This is an optimization exercise on Yosys and OpenROAD, whose aim is small area, a short achievable clock period and few clock cycles, not a production implementation.
RTL that was checked went through simulation tests only; none was proved equivalent to the original.
Power figures rest on the tool's default switching activity, not on a simulated workload.

==> run P <==
==> flow/design.v <==
`default_nettype none
module riscv32i (
    input  wire         clk,
    input  wire [31:0]  GPIO0_R0_CH1,    
    input  wire [31:0]  GPIO0_R0_CH2,    
    input  wire [31:0]  GPIO0_R1_CH1,    
    input  wire [31:0]  GPIO0_R1_CH2,    
    output wire         STOP_sim,
    output wire         data_mem_enb,
    output wire [3:0]   data_mem_web,
    output wire [31:0]  data_mem_addrb,
    output wire [31:0]  data_mem_dinb,
    input  wire [31:0]  data_mem_doutb,
    output wire         ins_mem_enb,
    output wire [31:0]  ins_mem_addrb,
    input  wire [31:0]  ins_mem_doutb
);
    reg  [1:0] ctl_prev;
    reg        rst_p, start_p, run;
    always @(posedge clk) begin
        ctl_prev <= GPIO0_R0_CH1[1:0];
        rst_p    <= GPIO0_R0_CH1[1] & ~ctl_prev[1];
        start_p  <= GPIO0_R0_CH1[0] & ~ctl_prev[0];
    end
    wire reset = rst_p;
    always @(posedge clk)
        if (reset)        run <= 1'b0;
        else if (start_p) run <= 1'b1;
    wire go = run | start_p;
    reg  [31:0] pc_f;            
    reg  [31:0] pc_d;            
    reg         d_valid;
    reg         x_valid;
    reg  [31:0] x_a, x_b, x_t, x_c2;
    reg  [31:0] noff;            
    reg  [4:0]  x_sh;            
    reg         xa_m1, xa_m2, xb_m1, xb_m2;    
    reg  [4:0]  x_rd;
    reg         x_we;            
    reg  [2:0]  x_f3;
    reg         x_sub, x_arith, x_uset, x_link, x_br, x_pred, x_jalr, x_ld, x_st;
    reg  [31:0] m1_res;
    reg  [4:0]  m1_rd;
    reg         m1_we, m1_ld;
    reg  [2:0]  m1_f3;
    reg  [31:0] m2_res;
    reg  [4:0]  m2_rd;
    reg         m2_we, m2_ld;
    reg  [2:0]  m2_f3;
    reg  [1:0]  m2_al;
    reg         dm_en;
    reg  [3:0]  dm_we;
    reg  [31:0] dm_addr, dm_din;
    reg  [31:0] rf [1:31];
    reg  [31:0] rfv;
    wire [31:0] m2_wdata;
    wire [31:0] ins = ins_mem_doutb;
    wire [6:0]  op  = ins[6:0];
    wire [4:0]  rd  = ins[11:7];
    wire [2:0]  f3  = ins[14:12];
    wire [4:0]  rs1 = ins[19:15];
    wire [4:0]  rs2 = ins[24:20];
    wire op_lui   = (op == 7'b0110111);
    wire op_auipc = (op == 7'b0010111);
    wire op_jal   = (op == 7'b1101111);
    wire op_jalr  = (op == 7'b1100111);
    wire op_br    = (op == 7'b1100011);
    wire op_ld    = (op == 7'b0000011);
    wire op_st    = (op == 7'b0100011);
    wire op_alur  = (op == 7'b0110011);
    wire [31:0] imm_i = {{20{ins[31]}}, ins[31:20]};
    wire [31:0] imm_s = {{20{ins[31]}}, ins[31:25], ins[11:7]};
    wire [31:0] imm_b = {{19{ins[31]}}, ins[31], ins[7], ins[30:25], ins[11:8], 1'b0};
    wire [31:0] imm_u = {ins[31:12], 12'b0};
    wire [31:0] imm_j = {{11{ins[31]}}, ins[31], ins[19:12], ins[20], ins[30:21], 1'b0};
    wire use_rs1 = ~(op_lui | op_auipc | op_jal);
    wire use_rs2 = op_alur | op_br | op_st;
    wire wr_rd   = ~(op_br | op_st) & (rd != 5'd0);
    wire [31:0] x_res;
    wire f21 = m2_we & (m2_rd == rs1);
    wire f22 = m2_we & (m2_rd == rs2);
    wire [31:0] rf1 = (rs1 == 5'd0 || !rfv[rs1]) ? 32'd0 : rf[rs1];
    wire [31:0] rf2 = (rs2 == 5'd0 || !rfv[rs2]) ? 32'd0 : rf[rs2];
    wire [31:0] rv1 = f21 ? m2_wdata : rf1;
    wire [31:0] rv2 = f22 ? m2_wdata : rf2;
    wire ld_x  = x_we & x_ld;
    wire ld_m1 = m1_we & m1_ld;
    wire replay = (use_rs1 & ((ld_x & (x_rd == rs1)) | (ld_m1 & (m1_rd == rs1)))) |
                  (use_rs2 & ((ld_x & (x_rd == rs2)) | (ld_m1 & (m1_rd == rs2))));
    wire [31:0] sum_j = pc_d + imm_j;
    wire [31:0] sum_b = pc_d + imm_b;
    wire [31:0] sum_u = pc_d + imm_u;
    wire [31:0] pc4   = pc_d + 32'd4;
    wire pred = op_br & ins[31];             
    wire        x_redir;
    wire [31:0] x_target;
    wire d_ok    = go & d_valid & ~x_redir;
    wire d_pass  = d_ok & ~replay;
    wire d_redir = d_pass & (op_jal | pred);
    assign ins_mem_enb   = go | ~d_valid;
    assign ins_mem_addrb = pc_f;
    always @(posedge clk) begin
        if (reset) begin
            pc_f    <= GPIO0_R1_CH1;
            d_valid <= 1'b0;
        end else if (!go) begin
            if (!d_valid) begin
                d_valid <= 1'b1;
                pc_d    <= pc_f;
                pc_f    <= pc_f + 32'd4;
            end
        end else begin
            pc_d <= pc_f;
            if (x_redir) begin
                pc_f    <= x_target;
                d_valid <= 1'b0;
            end else if (d_ok & replay) begin
                pc_f    <= pc_d;
                d_valid <= 1'b0;
            end else if (d_redir) begin
                pc_f    <= op_jal ? sum_j : sum_b;
                d_valid <= 1'b0;
            end else begin
                pc_f    <= pc_f + 32'd4;
                d_valid <= 1'b1;
            end
        end
    end
    always @(posedge clk) begin
        if (reset) begin
            x_valid <= 1'b0;
            x_we    <= 1'b0;
        end else begin
            x_valid <= d_pass;
            x_we    <= d_pass & wr_rd;
        end
        x_rd   <= rd;
        x_f3   <= f3;
        x_a    <= rv1;
        xa_m1  <= x_we & (x_rd == rs1);
        xa_m2  <= m1_we & (m1_rd == rs1);
        xb_m1  <= use_rs2 & x_we & (x_rd == rs2);
        xb_m2  <= use_rs2 & m1_we & (m1_rd == rs2);
        x_b    <= (op_alur | op_br | op_st) ? rv2 :
                  op_lui ? imm_u : op_auipc ? sum_u : imm_i;
        x_sh   <= op_alur ? rv2[4:0] : ins[24:20];
        x_t    <= (pred | op_jal | op_jalr) ? pc4 : sum_b;
        x_c2   <= op_st ? imm_s : imm_i;
        x_sub  <= op_alur & ins[30];
        x_arith <= ins[30];
        x_uset <= op_lui | op_auipc;
        x_link <= op_jal | op_jalr;
        x_br   <= op_br;
        x_pred <= pred;
        x_jalr <= op_jalr;
        x_ld   <= op_ld;
        x_st   <= op_st;
    end
    wire [31:0] a  = xa_m1 ? m1_res : xa_m2 ? m2_res : x_a;
    wire [31:0] b  = xb_m1 ? m1_res : xb_m2 ? m2_res : x_b;
    wire [4:0]  sh = xb_m1 ? m1_res[4:0] : xb_m2 ? m2_res[4:0] : x_sh;
    wire [31:0] sum   = x_sub ? a - b : a + b;
    wire        eq    = (a == b);
    wire        ltu   = (a < b);
    wire        lt    = (a[31] != b[31]) ? a[31] : ltu;
    wire [31:0] sll   = a << sh;
    wire signed [32:0] sa = {x_arith & a[31], a};
    wire signed [32:0] sr = sa >>> sh;
    wire [31:0] srx   = sr[31:0];
    reg  [31:0] alu;
    always @(*) begin
        case (x_f3)
            3'd0: alu = sum;
            3'd1: alu = sll;
            3'd2: alu = {31'd0, lt};
            3'd3: alu = {31'd0, ltu};
            3'd4: alu = a ^ b;
            3'd5: alu = srx;
            3'd6: alu = a | b;
            default: alu = a & b;
        endcase
    end
    assign x_res = x_link ? x_t : x_uset ? x_b : alu;
    reg cond;
    always @(*) begin
        case (x_f3)
            3'd0: cond = eq;
            3'd1: cond = ~eq;
            3'd4: cond = lt;
            3'd5: cond = ~lt;
            3'd6: cond = ltu;
            default: cond = ~ltu;
        endcase
    end
    always @(posedge clk) noff <= 32'd0 - GPIO0_R0_CH2;
    wire [31:0] addr = a + x_c2 + noff;
    assign x_redir  = x_valid & (x_jalr | (x_br & (cond ^ x_pred)));
    assign x_target = x_jalr ? {sum[31:1], 1'b0} : x_t;
    reg [3:0]  web;
    reg [31:0] wdat;
    always @(*) begin
        case (x_f3[1:0])
            2'd0: begin web = 4'b0001 << addr[1:0];         wdat = {4{b[7:0]}};  end
            2'd1: begin web = addr[1] ? 4'b1100 : 4'b0011;  wdat = {2{b[15:0]}}; end
            default: begin web = 4'b1111;                   wdat = b;            end
        endcase
    end
    always @(posedge clk) begin
        if (reset) begin
            dm_en <= 1'b0;
            dm_we <= 4'b0000;
        end else begin
            dm_en <= x_valid & (x_ld | x_st);
            dm_we <= (x_valid & x_st) ? web : 4'b0000;
        end
        dm_addr <= addr;
        dm_din  <= wdat;
    end
    assign data_mem_enb   = dm_en;
    assign data_mem_web   = dm_we;
    assign data_mem_addrb = dm_addr;
    assign data_mem_dinb  = dm_din;
    always @(posedge clk) begin
        if (reset) begin
            m1_we <= 1'b0;
            m2_we <= 1'b0;
        end else begin
            m1_we <= x_we;
            m2_we <= m1_we;
        end
        m1_rd  <= x_rd;
        m1_res <= x_res;
        m1_ld  <= x_ld;
        m1_f3  <= x_f3;
        m2_rd  <= m1_rd;
        m2_res <= m1_res;
        m2_ld  <= m1_ld;
        m2_f3  <= m1_f3;
        m2_al  <= dm_addr[1:0];
    end
    wire [31:0] lw  = data_mem_doutb;
    wire [15:0] lh  = m2_al[1] ? lw[31:16] : lw[15:0];
    wire [7:0]  lb  = m2_al[0] ? lh[15:8] : lh[7:0];
    reg  [31:0] ldv;
    always @(*) begin
        case (m2_f3)
            3'd0: ldv = {{24{lb[7]}}, lb};
            3'd1: ldv = {{16{lh[15]}}, lh};
            3'd4: ldv = {24'd0, lb};
            3'd5: ldv = {16'd0, lh};
            default: ldv = lw;
        endcase
    end
    assign m2_wdata = m2_ld ? ldv : m2_res;
    integer k;
    always @(posedge clk) begin
        for (k = 1; k < 32; k = k + 1)
            if (m2_we && m2_rd == k) rf[k] <= m2_wdata;
    end
    always @(posedge clk) begin
        if (reset) rfv <= 32'd0;
        else if (m2_we) rfv[m2_rd] <= 1'b1;
    end
    reg       hit, stop;
    reg [4:0] cnt;
    always @(posedge clk) begin
        if (reset) begin
            hit  <= 1'b0;
            cnt  <= 5'd0;
            stop <= 1'b0;
        end else begin
            if (dm_we == 4'b1111 && dm_addr[31:2] == 30'd0 && dm_din == GPIO0_R1_CH2)
                hit <= 1'b1;
            if (hit && cnt != 5'd31) cnt <= cnt + 5'd1;
            if (cnt >= 5'd30) stop <= 1'b1;
        end
    end
    assign STOP_sim = stop;
endmodule
==> flow/run.sh <==
#!/bin/bash
# synth_recipe.tcl (not shown) runs the flow's synth.tcl, then flattens the netlist and writes it again
# the make line also repeats each setting of config.mk as NAME=value (left out here)
make -C /OpenROAD-flow-scripts/flow DESIGN_CONFIG=/design/flow/config.mk WORK_HOME=/design/flow/orfs CLKGATE_MAP_FILE= SYNTH_SCRIPT=/design/flow/synth_recipe.tcl finish
==> flow/config.mk <==
export PLATFORM = sky130hd
export DESIGN_NAME = riscv32i
export DESIGN_NICKNAME = riscv32i
export VERILOG_FILES = /design/flow/design.v
export SDC_FILE = /design/flow/constraint.sdc
export NUM_CORES = 4
export LEC_CHECK = 0
export CAP_MARGIN = 20
export CORE_MARGIN = 2
export CORE_UTILIZATION = 30
export PLACE_DENSITY = 0.5
export SLEW_MARGIN = 20
==> flow/constraint.sdc <==
create_clock -name core_clock -period 10.0 [get_ports {clk}]
set_input_delay 2.0000 -clock core_clock [delete_from_list [all_inputs] [get_ports {clk}]]
set_output_delay 2.0000 -clock core_clock [all_outputs]
set_load 0.01 [all_outputs]
==> run B: changes against run P <==
- CORE_UTILIZATION: 30 -> 50
- PLACE_DENSITY: 0.5 -> 0.65
- SETUP_SLACK_MARGIN: default -> 5
==> run G: changes against run P <==
==> flow/flow/run.sh (new file) <==
#!/bin/bash
# Standard ORFS layout (the standard.sh), with these changes:
#  - port buffers are sky130_fd_sc_hd__buf_4 instead of the default delay-cell buffers
#  - the resizer may swap cells across footprints (MATCH_CELL_FOOTPRINT=0)
#  - setup repair aims for a margin of SETUP_SLACK_MARGIN below the design's period
set -euo pipefail
bash standard.sh \
  "BUFFER_PORTS_ARGS=-buffer_cell sky130_fd_sc_hd__buf_4" \
  MATCH_CELL_FOOTPRINT=0 \
  SETUP_SLACK_MARGIN=5.5 \
  finish > make_finish.log 2>&1
==> flow/standard.sh (new file) <==
#!/bin/bash
# synth_recipe.tcl (not shown) runs the flow's synth.tcl, then flattens the netlist and writes it again
# the make line also repeats each setting of config.mk as NAME=value (left out here)
make -C /OpenROAD-flow-scripts/flow DESIGN_CONFIG=/design/flow/config.mk WORK_HOME=/design/flow/orfs CLKGATE_MAP_FILE= SYNTH_SCRIPT=/design/flow/synth_recipe.tcl "${@:-finish}"
- CORE_UTILIZATION: 30 -> 50
- PLACE_DENSITY: 0.5 -> 0.65
removed: flow/run.sh
==> summary of the runs <==
Combinational power: run G > run B > run P. Between run G and run B, the lower global-route usage is in run B (gap 0.51 points). In synthesized cell count, run P and run G do not differ. Run G produced a clean layout. Run B completed without violations. Run P passed the timing, design-rule and antenna checks. Sequential power is about the same in run P and run B. Critical path depth is the same in run P and run G. Against run P, the first-iteration DRC count of run G is larger by about 18%. The lowest clock skew belongs to run P, the highest to run G. Sequential share of layout area: run B is lower than run P (0.53 points). Count of clock-buffer cells in the layout: run G is lower than run P (9).
Testbench counts of run P, summed over its fixed seeds: cycles 32,556.
Testbench counts of run B, summed over its fixed seeds: cycles 32,556.
Testbench counts of run G, summed over its fixed seeds: cycles 32,556.

==> inputs of try-sierra <==
Another version of the RTL of riscv32i (not shown whole).
export LEC_CHECK = 0
export CAP_MARGIN = 20
export CORE_MARGIN = 2
export CORE_UTILIZATION = 50
export PLACE_DENSITY = 0.65
export SLEW_MARGIN = 20
create_clock -name core_clock -period 10.0 [get_ports {clk}]
standard.sh (not shown) runs the stock make flow with config.mk's settings and CLKGATE_MAP_FILE= SYNTH_SCRIPT=/design/flow/synth_recipe.tcl, a recipe that flattens the netlist after the stock synthesis.
==> flow/flow/run.sh <==
#!/bin/bash
# Standard ORFS layout (the standard.sh), with these changes:
#  - port buffers are sky130_fd_sc_hd__buf_4 instead of the default delay-cell buffers
#  - the resizer may swap cells across footprints (MATCH_CELL_FOOTPRINT=0)
#  - setup repair aims for a margin of SETUP_SLACK_MARGIN below the design's period
set -euo pipefail
bash standard.sh \
  "BUFFER_PORTS_ARGS=-buffer_cell sky130_fd_sc_hd__buf_4" \
  MATCH_CELL_FOOTPRINT=0 \
  SETUP_SLACK_MARGIN=5.5 \
  finish > make_finish.log 2>&1
==> try-onyx: changes against try-sierra <==
==> flow/design.v, changed modules only <==
module riscv32i (
    input  wire         clk,
    input  wire [31:0]  GPIO0_R0_CH1,    
    input  wire [31:0]  GPIO0_R0_CH2,    
    input  wire [31:0]  GPIO0_R1_CH1,    
    input  wire [31:0]  GPIO0_R1_CH2,    
    output wire         STOP_sim,
    output wire         data_mem_enb,
    output wire [3:0]   data_mem_web,
    output wire [31:0]  data_mem_addrb,
    output wire [31:0]  data_mem_dinb,
    input  wire [31:0]  data_mem_doutb,
    output wire         ins_mem_enb,
    output wire [31:0]  ins_mem_addrb,
    input  wire [31:0]  ins_mem_doutb
);
    reg  [1:0] ctl_prev;
    reg        rst_p, start_p, run;
    always @(posedge clk) begin
        ctl_prev <= GPIO0_R0_CH1[1:0];
        rst_p    <= GPIO0_R0_CH1[1] & ~ctl_prev[1];
        start_p  <= GPIO0_R0_CH1[0] & ~ctl_prev[0];
    end
    wire reset = rst_p;
    always @(posedge clk)
        if (reset)        run <= 1'b0;
        else if (start_p) run <= 1'b1;
    wire go = run | start_p;
    reg  [31:0] pc_seq, pc_tgt;  
    reg         use_tgt;
    reg  [31:0] pc_d;            
    reg         d_valid;
    reg         x_valid;         
    reg         x_sq;            
    reg  [31:0] x_a, x_b, x_t, x_c2;
    reg  [31:0] noff;            
    reg  [4:0]  x_sh;            
    reg         xa_m1, xb_m1;    
    reg         r_eq, r_ne, r_lt, r_ge, r_ltu, r_geu, r_jr;   
    reg  [4:0]  x_rd;
    reg         x_we_r;          
    wire        x_we = x_we_r & ~x_sq;
    wire        xv   = x_valid & ~x_sq;
    reg  [2:0]  x_f3;
    reg         x_sub, x_arith, x_uset, x_link, x_jalr, x_ld, x_st;
    reg  [31:0] m1_res;
    reg  [4:0]  m1_rd;
    reg         m1_we, m1_ld;
    reg  [2:0]  m1_f3;
    reg  [31:0] m2_res;
    reg  [4:0]  m2_rd;
    reg         m2_we, m2_ld;
    reg  [2:0]  m2_f3;
    reg  [1:0]  m2_al;
    reg         dm_en;
    reg  [3:0]  dm_we;
    reg  [31:0] dm_addr, dm_din;
    reg  [31:0] rf [1:31];
    reg  [31:0] rfv;
    wire [31:0] m2_wdata;
    wire [31:0] ins = ins_mem_doutb;
    wire [6:0]  op  = ins[6:0];
    wire [4:0]  rd  = ins[11:7];
    wire [2:0]  f3  = ins[14:12];
    wire [4:0]  rs1 = ins[19:15];
    wire [4:0]  rs2 = ins[24:20];
    wire op_lui   = (op == 7'b0110111);
    wire op_auipc = (op == 7'b0010111);
    wire op_jal   = (op == 7'b1101111);
    wire op_jalr  = (op == 7'b1100111);
    wire op_br    = (op == 7'b1100011);
    wire op_ld    = (op == 7'b0000011);
    wire op_st    = (op == 7'b0100011);
    wire op_alur  = (op == 7'b0110011);
    wire [31:0] imm_i = {{20{ins[31]}}, ins[31:20]};
    wire [31:0] imm_s = {{20{ins[31]}}, ins[31:25], ins[11:7]};
    wire [31:0] imm_b = {{19{ins[31]}}, ins[31], ins[7], ins[30:25], ins[11:8], 1'b0};
    wire [31:0] imm_u = {ins[31:12], 12'b0};
    wire [31:0] imm_j = {{11{ins[31]}}, ins[31], ins[19:12], ins[20], ins[30:21], 1'b0};
    wire use_rs1 = ~(op_lui | op_auipc | op_jal);
    wire use_rs2 = op_alur | op_br | op_st;
    wire wr_rd   = ~(op_br | op_st) & (rd != 5'd0);
    wire [31:0] x_res;
    wire f11 = m1_we & (m1_rd == rs1);
    wire f12 = m1_we & (m1_rd == rs2);
    wire f21 = m2_we & (m2_rd == rs1);
    wire f22 = m2_we & (m2_rd == rs2);
    wire [31:0] rf1 = (rs1 == 5'd0 || !rfv[rs1]) ? 32'd0 : rf[rs1];
    wire [31:0] rf2 = (rs2 == 5'd0 || !rfv[rs2]) ? 32'd0 : rf[rs2];
    wire [31:0] rv1 = f11 ? m1_res : f21 ? m2_wdata : rf1;
    wire [31:0] rv2 = f12 ? m1_res : f22 ? m2_wdata : rf2;
    wire ld_x  = x_we & x_ld;
    wire ld_m1 = m1_we & m1_ld;
    wire replay = (use_rs1 & ((ld_x & (x_rd == rs1)) | (ld_m1 & (m1_rd == rs1)))) |
                  (use_rs2 & ((ld_x & (x_rd == rs2)) | (ld_m1 & (m1_rd == rs2))));
    wire [31:0] sum_j, sum_b, sum_u;
    wire        co_j, co_b, co_u;
    ks_add add_j (.a(pc_d), .b(imm_j), .ci(1'b0), .s(sum_j), .co(co_j));
    ks_add add_b (.a(pc_d), .b(imm_b), .ci(1'b0), .s(sum_b), .co(co_b));
    ks_add add_u (.a(pc_d), .b(imm_u), .ci(1'b0), .s(sum_u), .co(co_u));
    wire [31:0] pc4   = pc_d + 32'd4;
    wire pred = op_br & ins[31];             
    wire        x_redir;
    wire [31:0] x_target;
    wire [31:0] pc_f = use_tgt ? pc_tgt : pc_seq;
    wire d_seq = go & d_valid & ~replay;           
    assign ins_mem_enb   = go | ~d_valid;
    assign ins_mem_addrb = pc_f;
    always @(posedge clk) pc_tgt <= x_target;
    always @(posedge clk) begin
        if (reset) begin
            pc_seq  <= GPIO0_R1_CH1;
            use_tgt <= 1'b0;
            d_valid <= 1'b0;
        end else if (!go) begin
            use_tgt <= 1'b0;
            if (!d_valid) begin
                d_valid <= 1'b1;
                pc_d    <= pc_f;
                pc_seq  <= pc_f + 32'd4;
            end
        end else begin
            pc_d    <= pc_f;
            use_tgt <= x_redir;
            d_valid <= ~x_redir & ~(d_valid & (replay | op_jal | pred));
            if (d_valid & replay)
                pc_seq <= pc_d;
            else if (d_seq & (op_jal | pred))
                pc_seq <= op_jal ? sum_j : sum_b;
            else
                pc_seq <= pc_f + 32'd4;
        end
    end
    wire bq = d_seq & op_br;
    wire [2:0] bf = {f3[2:1], f3[0] ^ pred};
    always @(posedge clk) begin
        if (reset) begin
            x_valid <= 1'b0;
            x_we_r  <= 1'b0;
            x_sq    <= 1'b0;
            r_eq <= 1'b0; r_ne <= 1'b0; r_lt <= 1'b0; r_ge <= 1'b0;
            r_ltu <= 1'b0; r_geu <= 1'b0; r_jr <= 1'b0;
        end else begin
            x_valid <= d_seq;
            x_we_r  <= d_seq & wr_rd;
            x_sq    <= x_redir;
            r_eq  <= bq & (bf == 3'd0);
            r_ne  <= bq & (bf == 3'd1);
            r_lt  <= bq & (bf == 3'd4);
            r_ge  <= bq & (bf == 3'd5);
            r_ltu <= bq & (bf == 3'd6);
            r_geu <= bq & (bf == 3'd7);
            r_jr  <= d_seq & op_jalr;
        end
        x_rd   <= rd;
        x_f3   <= f3;
        x_a    <= rv1;
        xa_m1  <= x_we & (x_rd == rs1);
        xb_m1  <= use_rs2 & x_we & (x_rd == rs2);
        x_b    <= (op_alur | op_br | op_st) ? rv2 :
                  op_lui ? imm_u : op_auipc ? sum_u : imm_i;
        x_sh   <= op_alur ? rv2[4:0] : ins[24:20];
        x_t    <= (pred | op_jal | op_jalr) ? pc4 : sum_b;
        x_c2   <= op_st ? imm_s : imm_i;
        x_sub  <= op_alur & ins[30];
        x_arith <= ins[30];
        x_uset <= op_lui | op_auipc;
        x_link <= op_jal | op_jalr;
        x_jalr <= op_jalr;
        x_ld   <= op_ld;
        x_st   <= op_st;
    end
    wire [31:0] a  = xa_m1 ? m1_res : x_a;
    wire [31:0] b  = xb_m1 ? m1_res : x_b;
    wire [4:0]  sh = xb_m1 ? m1_res[4:0] : x_sh;
    wire [31:0] sum, dif;
    wire        co_s, co_d;
    ks_add add_s (.a(a), .b(x_sub ? ~b : b), .ci(x_sub), .s(sum), .co(co_s));
    ks_add add_d (.a(a), .b(~b), .ci(1'b1), .s(dif), .co(co_d));    
    wire        eq    = (a == b);
    wire        ltu   = ~co_d;
    wire        lt    = (a[31] != b[31]) ? a[31] : ltu;
    wire [31:0] sll   = a << sh;
    wire signed [32:0] sa = {x_arith & a[31], a};
    wire signed [32:0] sr = sa >>> sh;
    wire [31:0] srx   = sr[31:0];
    reg  [31:0] alu;
    always @(*) begin
        case (x_f3)
            3'd0: alu = sum;
            3'd1: alu = sll;
            3'd2: alu = {31'd0, lt};
            3'd3: alu = {31'd0, ltu};
            3'd4: alu = a ^ b;
            3'd5: alu = srx;
            3'd6: alu = a | b;
            default: alu = a & b;
        endcase
    end
    assign x_res = x_link ? x_t : x_uset ? x_b : alu;
    always @(posedge clk) noff <= 32'd0 - GPIO0_R0_CH2;
    wire [31:0] cs_s = a ^ x_c2 ^ noff;
    wire [31:0] cs_c = (a & x_c2) | (a & noff) | (x_c2 & noff);
    wire [31:0] addr;
    wire        co_a;
    ks_add add_a (.a(cs_s), .b({cs_c[30:0], 1'b0}), .ci(1'b0), .s(addr), .co(co_a));
    assign x_redir  = ~x_sq & ((r_eq & eq) | (r_ne & ~eq) | (r_lt & lt) | (r_ge & ~lt) |
                               (r_ltu & ltu) | (r_geu & ~ltu) | r_jr);
    assign x_target = x_jalr ? {sum[31:1], 1'b0} : x_t;
    reg [3:0]  web;
    reg [31:0] wdat;
    always @(*) begin
        case (x_f3[1:0])
            2'd0: begin web = 4'b0001 << addr[1:0];         wdat = {4{b[7:0]}};  end
            2'd1: begin web = addr[1] ? 4'b1100 : 4'b0011;  wdat = {2{b[15:0]}}; end
            default: begin web = 4'b1111;                   wdat = b;            end
        endcase
    end
    always @(posedge clk) begin
        if (reset) begin
            dm_en <= 1'b0;
            dm_we <= 4'b0000;
        end else begin
            dm_en <= xv & (x_ld | x_st);
            dm_we <= (xv & x_st) ? web : 4'b0000;
        end
        dm_addr <= addr;
        dm_din  <= wdat;
    end
    assign data_mem_enb   = dm_en;
    assign data_mem_web   = dm_we;
    assign data_mem_addrb = dm_addr;
    assign data_mem_dinb  = dm_din;
    always @(posedge clk) begin
        if (reset) begin
            m1_we <= 1'b0;
            m2_we <= 1'b0;
        end else begin
            m1_we <= x_we;
            m2_we <= m1_we;
        end
        m1_rd  <= x_rd;
        m1_res <= x_res;
        m1_ld  <= x_ld;
        m1_f3  <= x_f3;
        m2_rd  <= m1_rd;
        m2_res <= m1_res;
        m2_ld  <= m1_ld;
        m2_f3  <= m1_f3;
        m2_al  <= dm_addr[1:0];
    end
    wire [31:0] lw  = data_mem_doutb;
    wire [15:0] lh  = m2_al[1] ? lw[31:16] : lw[15:0];
    wire [7:0]  lb  = m2_al[0] ? lh[15:8] : lh[7:0];
    reg  [31:0] ldv;
    always @(*) begin
        case (m2_f3)
            3'd0: ldv = {{24{lb[7]}}, lb};
            3'd1: ldv = {{16{lh[15]}}, lh};
            3'd4: ldv = {24'd0, lb};
            3'd5: ldv = {16'd0, lh};
            default: ldv = lw;
        endcase
    end
    assign m2_wdata = m2_ld ? ldv : m2_res;
    integer k;
    always @(posedge clk) begin
        for (k = 1; k < 32; k = k + 1)
            if (m2_we && m2_rd == k) rf[k] <= m2_wdata;
    end
    always @(posedge clk) begin
        if (reset) rfv <= 32'd0;
        else if (m2_we) rfv[m2_rd] <= 1'b1;
    end
    reg       hit, stop;
    reg [4:0] cnt;
    always @(posedge clk) begin
        if (reset) begin
            hit  <= 1'b0;
            cnt  <= 5'd0;
            stop <= 1'b0;
        end else begin
            if (dm_we == 4'b1111 && dm_addr[31:2] == 30'd0 && dm_din == GPIO0_R1_CH2)
                hit <= 1'b1;
            if (hit && cnt != 5'd31) cnt <= cnt + 5'd1;
            if (cnt >= 5'd30) stop <= 1'b1;
        end
    end
    assign STOP_sim = stop;
endmodule
--- a/flow/flow/run.sh
+++ b/flow/flow/run.sh
@@ -5,7 +5,7 @@
 #  - setup repair aims for a margin of SETUP_SLACK_MARGIN below the design's period
 set -euo pipefail
 bash standard.sh \
   "BUFFER_PORTS_ARGS=-buffer_cell sky130_fd_sc_hd__buf_4" \
   MATCH_CELL_FOOTPRINT=0 \
-  SETUP_SLACK_MARGIN=5.5 \
+  SETUP_SLACK_MARGIN=6.5 \
   finish > make_finish.log 2>&1
- CORE_UTILIZATION: 50 -> 40
- CTS_CLUSTER_DIAMETER: unset -> 80
- CTS_CLUSTER_SIZE: unset -> 24
- PLACE_DENSITY: 0.65 -> 0.6
==> comparison table <==
quantity	try-sierra	try-onyx
Run status	no timing/DRC/antenna violations	no timing/DRC/antenna violations
Post-CTS setup buffer count	113	558
Number of vias per cell after detailed routing	7.65	7.33
Power density cells	175 mW/mm^2	160 mW/mm^2
Total number of tap cells	1917	2495
Synthesized Nets	7134	7319
Area after detailed placement	0.0791 sq mm	0.0821 sq mm
Setup clock skew after layout	58.5 ps	102 ps
Inst Count DP	8624	9357
Multi-input gate share of the layout cell area	39.8%	40.0%
Switching Power	4.66 mW	5.55 mW
Portion of synthesized cell area occupied by the leading cell type	43.0%	42.1%
Path depth of the worst reg2reg path	17	21
Antenna diodes	22	28
Router iterations before antenna repair	17	16
Largest fanout of any net on the critical path	16	8
Leakage	31.5 nW	36.6 nW
Testbench counts of try-onyx, summed over its fixed seeds: cycles 32,556.
Function not checked in try-sierra: the RTL went through the layout flow alone.

==> what the ideal ports hide <==
The flow's constraints put no driver on any port. The routed layouts listed below were extracted and timed again, unchanged, in two steps.
Step 1 sets driving cells, clkbuf_16 on the clock port and buf_2 on the other inputs (assumed; they add their load-dependent delay and slew).
Step 2 also shifts input and output timing later by t, the mid clock arrival at the registers, as if the neighbouring blocks saw the same clock.
Slacks: no drivers / after step 1 / after step 2; pairs: no drivers / after step 1.
| run | t, ns | slack for setup (ns) | worst data-port slew with drivers (ns) |
|---|---|---|---|
| run P | 0.916 | 2.929 / 2.929 / 2.929 | 0.07 |
| run B | 0.867 | 4.776 / 4.778 / 3.969 | 0.06 |
| run G | 0.883 | 4.902 / 4.902 / 4.305 | 0.07 |
| try-sierra | 0.887 | 5.182 / 5.239 / 4.353 | 0.15 |
| try-onyx | 0.915 | 5.759 / 5.541 / 4.625 | 0.40 |
After both steps every run listed still meets setup and hold. For try-onyx, which loses most, drivers alone change the setup slack by -0.218 ns; drivers and shift together by -1.134 ns.
